Context: an optimization exercise on an open-source flow, tuned for small area. The choices shown serve that exercise and are no tape-out recipe. Function was checked by simulation only, so behaviour that the tests miss may differ from the original. Power figures rest on the tool's default switching activity, not on a simulated workload.

Design ALU_microprocessor, start of the top module:
module ALU_microprocessor (
  input      [ 5:0]   alu_ctrl  ,
  input      [31:0]   in_1      ,
  input      [31:0]   in_2      ,
  input               alu_clk   ,
  output     [31:0]   alu_rslt  ,
  output     [ 4:0]   alu_checks
);
  wire [31:0] a = in_1, b = in_2;
  wire [3:0] pt, ptn;
  wire xa, xb, l, ln, r, rn, rrot, rol, c_one, csel_c, csel_r31, csel_r0, vsel, lt20;
  alu_dec ud (.op(alu_ctrl), .pt(pt), .ptn(ptn), .xa(xa), .xb(xb), .l(l), .ln(ln), .r(r), .rn(rn),
              .rrot(rrot), .rol(rol), .c_one(c_one), .csel_c(csel_c), .csel_r31(csel_r31),
              .csel_r0(csel_r0), .vsel(vsel), .lt20(lt20));
  wire [31:0] s;
  wire [31:0] pp, gg;    
  wire [31:0] xs;        
  wire [32:0] c;         
  wire [32:0] cr;        
  assign c[0] = c_one | (rol & ~xs[31]) | (r & ~xs[1]);
  genvar i;
  generate for (i = 0; i < 32; i = i + 1) begin : gb
    if (i % 2 == 0) begin : ev
      wire nb = (i < 30) ? xs[i+2] : xs[0];
      wire rr = (i < 30) ? r : rrot;
      alu_bit_e u (.a(a[i]), .b(b[i]), .pt(pt), .xa(xa), .xb(xb), .l(l), .r(rr), .xnb(nb),
                   .c(c[i]), .x1(xs[i]), .s(s[i]), .p(pp[i]), .g(gg[i]));
      alu_cc_e k (.p(pp[i]), .g(gg[i]), .c(c[i]), .cn(cr[i+1]));
    end else begin : od
      wire nb = (i < 30) ? xs[i+2] : 1'b1;
      alu_bit_o u (.a(a[i]), .b(b[i]), .ptn(ptn), .xa(xa), .xb(xb), .ln(ln), .rn(rn), .x1nnb(nb),
                   .cn(c[i]), .x1n(xs[i]), .s(s[i]), .pn(pp[i]), .gn(gg[i]));
      alu_cc_o k (.pn(pp[i]), .gn(gg[i]), .cn(c[i]), .c(cr[i+1]));
    end
  end endgenerate
  wire [16:9] gc8;
  assign gc8[9] = ~gg[8];
  alu_cc_o gk8_9 (.pn(pp[9]), .gn(gg[9]), .cn(gc8[9]), .c(gc8[10]));
  ...
==> module ALU_microprocessor, before the edit <==
module ALU_microprocessor (
  input      [ 5:0]   alu_ctrl  ,
  input      [31:0]   in_1      ,
  input      [31:0]   in_2      ,
  input               alu_clk   ,
  output     [31:0]   alu_rslt  ,
  output     [ 4:0]   alu_checks
);
  wire [31:0] a = in_1, b = in_2;
  wire [3:0] pt, ptn;
  wire xa, xb, l, ln, r, rn, rrot, rol, c_one, csel_c, csel_r31, csel_r0, vsel, lt20;
  alu_dec ud (.op(alu_ctrl), .pt(pt), .ptn(ptn), .xa(xa), .xb(xb), .l(l), .ln(ln), .r(r), .rn(rn),
              .rrot(rrot), .rol(rol), .c_one(c_one), .csel_c(csel_c), .csel_r31(csel_r31),
              .csel_r0(csel_r0), .vsel(vsel), .lt20(lt20));
  wire [31:0] s;
  wire [31:0] pp, gg;    
  wire [31:0] xs;        
  wire [32:0] c;         
  wire [32:0] cr;        
  assign c[0] = c_one | (rol & ~xs[31]) | (r & ~xs[1]);
  genvar i;
  generate for (i = 0; i < 32; i = i + 1) begin : gb
    if (i % 2 == 0) begin : ev
      wire nb = (i < 30) ? xs[i+2] : xs[0];
      wire rr = (i < 30) ? r : rrot;
      alu_bit_e u (.a(a[i]), .b(b[i]), .pt(pt), .xa(xa), .xb(xb), .l(l), .r(rr), .xnb(nb),
                   .c(c[i]), .x1(xs[i]), .s(s[i]), .p(pp[i]), .g(gg[i]));
      alu_cc_e k (.p(pp[i]), .g(gg[i]), .c(c[i]), .cn(cr[i+1]));
    end else begin : od
      wire nb = (i < 30) ? xs[i+2] : 1'b1;
      alu_bit_o u (.a(a[i]), .b(b[i]), .ptn(ptn), .xa(xa), .xb(xb), .ln(ln), .rn(rn), .x1nnb(nb),
                   .cn(c[i]), .x1n(xs[i]), .s(s[i]), .pn(pp[i]), .gn(gg[i]));
      alu_cc_o k (.pn(pp[i]), .gn(gg[i]), .cn(c[i]), .c(cr[i+1]));
    end
  end endgenerate
  wire [16:9] gc8;
  assign gc8[9] = ~gg[8];
  alu_cc_o gk8_9 (.pn(pp[9]), .gn(gg[9]), .cn(gc8[9]), .c(gc8[10]));
  alu_cc_e gk8_10 (.p(pp[10]), .g(gg[10]), .c(gc8[10]), .cn(gc8[11]));
  alu_cc_o gk8_11 (.pn(pp[11]), .gn(gg[11]), .cn(gc8[11]), .c(gc8[12]));
  alu_cc_e gk8_12 (.p(pp[12]), .g(gg[12]), .c(gc8[12]), .cn(gc8[13]));
  alu_cc_o gk8_13 (.pn(pp[13]), .gn(gg[13]), .cn(gc8[13]), .c(gc8[14]));
  alu_cc_e gk8_14 (.p(pp[14]), .g(gg[14]), .c(gc8[14]), .cn(gc8[15]));
  alu_cc_o gk8_15 (.pn(pp[15]), .gn(gg[15]), .cn(gc8[15]), .c(gc8[16]));
  wire pb8;
  alu_and8 pa8 (.x({~pp[15], pp[14], ~pp[13], pp[12], ~pp[11], pp[10], ~pp[9], pp[8]}), .y(pb8));
  wire [24:17] gc16;
  assign gc16[17] = ~gg[16];
  alu_cc_o gk16_17 (.pn(pp[17]), .gn(gg[17]), .cn(gc16[17]), .c(gc16[18]));
  alu_cc_e gk16_18 (.p(pp[18]), .g(gg[18]), .c(gc16[18]), .cn(gc16[19]));
  alu_cc_o gk16_19 (.pn(pp[19]), .gn(gg[19]), .cn(gc16[19]), .c(gc16[20]));
  alu_cc_e gk16_20 (.p(pp[20]), .g(gg[20]), .c(gc16[20]), .cn(gc16[21]));
  alu_cc_o gk16_21 (.pn(pp[21]), .gn(gg[21]), .cn(gc16[21]), .c(gc16[22]));
  alu_cc_e gk16_22 (.p(pp[22]), .g(gg[22]), .c(gc16[22]), .cn(gc16[23]));
  alu_cc_o gk16_23 (.pn(pp[23]), .gn(gg[23]), .cn(gc16[23]), .c(gc16[24]));
  wire pb16;
  alu_and8 pa16 (.x({~pp[23], pp[22], ~pp[21], pp[20], ~pp[19], pp[18], ~pp[17], pp[16]}), .y(pb16));
  assign c[1] = cr[1];
  assign c[2] = cr[2];
  assign c[3] = cr[3];
  assign c[4] = cr[4];
  assign c[5] = cr[5];
  assign c[6] = cr[6];
  assign c[7] = cr[7];
  assign c[8] = cr[8];
  assign c[9] = cr[9];
  assign c[10] = cr[10];
  assign c[11] = cr[11];
  assign c[12] = cr[12];
  assign c[13] = cr[13];
  assign c[14] = cr[14];
  assign c[15] = cr[15];
  alu_sk_t sk8 (.p(pb8), .g(gc8[16]), .c(c[8]), .co(c[16]));
  assign c[17] = cr[17];
  assign c[18] = cr[18];
  assign c[19] = cr[19];
  assign c[20] = cr[20];
  assign c[21] = cr[21];
  assign c[22] = cr[22];
  assign c[23] = cr[23];
  alu_sk_t sk16 (.p(pb16), .g(gc16[24]), .c(c[16]), .co(c[24]));
  assign c[25] = cr[25];
  assign c[26] = cr[26];
  assign c[27] = cr[27];
  assign c[28] = cr[28];
  assign c[29] = cr[29];
  assign c[30] = cr[30];
  assign c[31] = cr[31];
  assign c[32] = cr[32];
  wire p31 = ~pp[31], g31 = ~gg[31];
  wire c_ci0 = (csel_c & g31) | (csel_r31 & p31) | (csel_r0 & s[0]);           
  wire c_ci1 = (csel_c & (g31 | p31)) | (csel_r31 & ~p31) | (csel_r0 & s[0]);  
  wire v_ci0 = vsel & g31;
  wire v_ci1 = vsel & ~(g31 | p31);
  wire n_ci0 = lt20 & p31;
  wire n_ci1 = lt20 & ~p31;
  wire Cn, Vn, Nn;
  alu_fsel fc (.cn(c[31]), .d0n(~c_ci0), .d1n(~c_ci1), .y(Cn));
  alu_fsel fv (.cn(c[31]), .d0n(~v_ci0), .d1n(~v_ci1), .y(Vn));
  alu_fsel fn (.cn(c[31]), .d0n(~n_ci0), .d1n(~n_ci1), .y(Nn));
  reg [31:0] rq; reg [4:0] chk;
  always @(posedge alu_clk) begin rq <= s; chk[3] <= Vn; chk[1] <= Cn; chk[0] <= Nn; end
  alu_par32 up (.r(rq), .par(alu_checks[4]));
  alu_zero32 uz (.r(rq), .z(alu_checks[2]));
  assign alu_rslt = rq;
  assign alu_checks[3] = chk[3];
  assign alu_checks[1] = chk[1];
  assign alu_checks[0] = chk[0];
endmodule
==> module alu_and8, before the edit <==
module alu_and8 (input [7:0] x, output y);
  assign y = &x;
endmodule
Settings: LEC_CHECK=0, CAP_MARGIN=20, CORE_MARGIN=2, CORE_UTILIZATION=65, CTS_BUF_LIST=sky130_fd_sc_hd__clkbuf_2 sky130_fd_sc_hd__clkbuf_4, SLEW_MARGIN=20, SYNTH_HIERARCHICAL=1; clock period 7.0 ns.
standard.sh (not shown) runs the stock make flow with config.mk's settings and CLKGATE_MAP_FILE= SYNTH_SCRIPT=/design/flow/synth_recipe.tcl, a recipe that flattens the netlist after the stock synthesis.
==> flow/flow/run.sh <==
#!/bin/bash
# The standard layout (standard.sh) with three changes: every port gets a plain
# buf_1 as its buffer, clock tree synthesis adds no dummy load cells, and after global
# routing the resizer downsizes gates off the critical paths (RECOVER_POWER).
set -euo pipefail
export BUFFER_PORTS_ARGS="-buffer_cell sky130_fd_sc_hd__buf_1"
export CTS_ARGS="-sink_clustering_enable -repair_clock_nets -dont_use_dummy_load -buf_list {sky130_fd_sc_hd__clkbuf_2 sky130_fd_sc_hd__clkbuf_4}"
export RECOVER_POWER=100
bash standard.sh > standard_flow.log 2>&1
Then changed:
--- a/flow/design.v
+++ b/flow/design.v
@@ -26,9 +26,9 @@
       alu_bit_e u (.a(a[i]), .b(b[i]), .pt(pt), .xa(xa), .xb(xb), .l(l), .r(rr), .xnb(nb),
                    .c(c[i]), .x1(xs[i]), .s(s[i]), .p(pp[i]), .g(gg[i]));
       alu_cc_e k (.p(pp[i]), .g(gg[i]), .c(c[i]), .cn(cr[i+1]));
     end else begin : od
-      wire nb = (i < 30) ? xs[i+2] : 1'b1;
+      wire nb = (i < 30) ? xs[i+2] : ln;   
       alu_bit_o u (.a(a[i]), .b(b[i]), .ptn(ptn), .xa(xa), .xb(xb), .ln(ln), .rn(rn), .x1nnb(nb),
                    .cn(c[i]), .x1n(xs[i]), .s(s[i]), .pn(pp[i]), .gn(gg[i]));
       alu_cc_o k (.pn(pp[i]), .gn(gg[i]), .cn(c[i]), .c(cr[i+1]));
     end
@@ -42,9 +42,9 @@
   alu_cc_o gk8_13 (.pn(pp[13]), .gn(gg[13]), .cn(gc8[13]), .c(gc8[14]));
   alu_cc_e gk8_14 (.p(pp[14]), .g(gg[14]), .c(gc8[14]), .cn(gc8[15]));
   alu_cc_o gk8_15 (.pn(pp[15]), .gn(gg[15]), .cn(gc8[15]), .c(gc8[16]));
   wire pb8;
-  alu_and8 pa8 (.x({~pp[15], pp[14], ~pp[13], pp[12], ~pp[11], pp[10], ~pp[9], pp[8]}), .y(pb8));
+  alu_pblk8 pa8 (.pe({pp[14], pp[12], pp[10], pp[8]}), .pon({pp[15], pp[13], pp[11], pp[9]}), .y(pb8));
   wire [24:17] gc16;
   assign gc16[17] = ~gg[16];
   alu_cc_o gk16_17 (.pn(pp[17]), .gn(gg[17]), .cn(gc16[17]), .c(gc16[18]));
   alu_cc_e gk16_18 (.p(pp[18]), .g(gg[18]), .c(gc16[18]), .cn(gc16[19]));
@@ -53,9 +53,9 @@
   alu_cc_o gk16_21 (.pn(pp[21]), .gn(gg[21]), .cn(gc16[21]), .c(gc16[22]));
   alu_cc_e gk16_22 (.p(pp[22]), .g(gg[22]), .c(gc16[22]), .cn(gc16[23]));
   alu_cc_o gk16_23 (.pn(pp[23]), .gn(gg[23]), .cn(gc16[23]), .c(gc16[24]));
   wire pb16;
-  alu_and8 pa16 (.x({~pp[23], pp[22], ~pp[21], pp[20], ~pp[19], pp[18], ~pp[17], pp[16]}), .y(pb16));
+  alu_pblk8 pa16 (.pe({pp[22], pp[20], pp[18], pp[16]}), .pon({pp[23], pp[21], pp[19], pp[17]}), .y(pb16));
   assign c[1] = cr[1];
   assign c[2] = cr[2];
   assign c[3] = cr[3];
   assign c[4] = cr[4];
@@ -86,19 +86,11 @@
   assign c[29] = cr[29];
   assign c[30] = cr[30];
   assign c[31] = cr[31];
   assign c[32] = cr[32];
-  wire p31 = ~pp[31], g31 = ~gg[31];
-  wire c_ci0 = (csel_c & g31) | (csel_r31 & p31) | (csel_r0 & s[0]);           
-  wire c_ci1 = (csel_c & (g31 | p31)) | (csel_r31 & ~p31) | (csel_r0 & s[0]);  
-  wire v_ci0 = vsel & g31;
-  wire v_ci1 = vsel & ~(g31 | p31);
-  wire n_ci0 = lt20 & p31;
-  wire n_ci1 = lt20 & ~p31;
   wire Cn, Vn, Nn;
-  alu_fsel fc (.cn(c[31]), .d0n(~c_ci0), .d1n(~c_ci1), .y(Cn));
-  alu_fsel fv (.cn(c[31]), .d0n(~v_ci0), .d1n(~v_ci1), .y(Vn));
-  alu_fsel fn (.cn(c[31]), .d0n(~n_ci0), .d1n(~n_ci1), .y(Nn));
+  alu_flags uf (.pn(pp[31]), .gn(gg[31]), .cn(c[31]), .s0(s[0]), .csel_c(csel_c), .csel_r31(csel_r31),
+                .csel_r0(csel_r0), .vsel(vsel), .lt20(lt20), .cf(Cn), .vf(Vn), .nf(Nn));
   reg [31:0] rq; reg [4:0] chk;
   always @(posedge alu_clk) begin rq <= s; chk[3] <= Vn; chk[1] <= Cn; chk[0] <= Nn; end
   alu_par32 up (.r(rq), .par(alu_checks[4]));
   alu_zero32 uz (.r(rq), .z(alu_checks[2]));
@@ -190,8 +182,19 @@
 endmodule
 module alu_sk_n (input p, gn, cn, output con);
   assign con = gn & (~p | cn);
 endmodule
+module alu_flags (
+  input pn, gn, cn, s0, csel_c, csel_r31, csel_r0, vsel, lt20,
+  output cf, vf, nf
+);
+  wire p = ~pn, g = ~gn;
+  wire c_ci0 = (csel_c & g) | (csel_r31 & p) | (csel_r0 & s0);         
+  wire c_ci1 = (csel_c & (g | p)) | (csel_r31 & ~p) | (csel_r0 & s0);  
+  alu_fsel fc (.cn(cn), .d0n(~c_ci0), .d1n(~c_ci1), .y(cf));
+  alu_fsel fv (.cn(cn), .d0n(~(vsel & g)), .d1n(~(vsel & ~(g | p))), .y(vf));
+  alu_fsel fn (.cn(cn), .d0n(~(lt20 & p)), .d1n(~(lt20 & ~p)), .y(nf));
+endmodule
 module alu_fsel (input cn, d0n, d1n, output y);
   assign y = ~(cn ? d0n : d1n);
 endmodule
 module alu_par32 (input [31:0] r, output par);
@@ -199,7 +202,7 @@
 endmodule
 module alu_zero32 (input [31:0] r, output z);
   assign z = ~|r;
 endmodule
-module alu_and8 (input [7:0] x, output y);
-  assign y = &x;
-endmodule
+module alu_pblk8 (input [3:0] pe, input [3:0] pon, output y);
+  assign y = (&pe) & ~(|pon);
+endmodule
After rerunning:
- The changed run produced a clean layout
- via count hardly moves
- routed wire length is higher by 2.5%
- setup slack loses 0.29 ns
- final area went down by 1.4%
- final cell count is lower by 2.2%
- die area falls by 0.31%
- synthesized area decreases by 0.33%
- first-iteration DRC count rises by 26%
- sequential power stays flat
- core utilization decreases by 1.1 points

## afterwards: timing with drivers on the ports
No port has a modelled driver above. Below, the same layouts with a new extraction and two added sets of constraints.
Step 1: set_driving_cell puts a clkbuf_16 on alu_clk and a buf_2 on each other input, an assumption about the parent block.
Step 2, shift: input delay + t, output delay - t, t = (earliest + latest rising clock arrival at the registers) / 2. This alone moves slack from input paths to output paths.
Three values: ideal ports, drivers, drivers and shift; two values: the first two.
run	t (ns)	slack for setup (ns)	worst hold slack (ns)	worst register clock-pin slew, ns
the first run	0.353	0.657 / 0.656 / 0.304	1.515 / 1.520 / 1.839	0.12 / 0.12
the second run	0.352	0.366 / 0.369 / 0.017	1.531 / 1.528 / 1.835	0.11 / 0.11
After both steps every run listed still meets setup and hold. For the first run, which loses most, drivers alone change the setup slack by -0.001 ns; drivers and shift together by -0.353 ns.
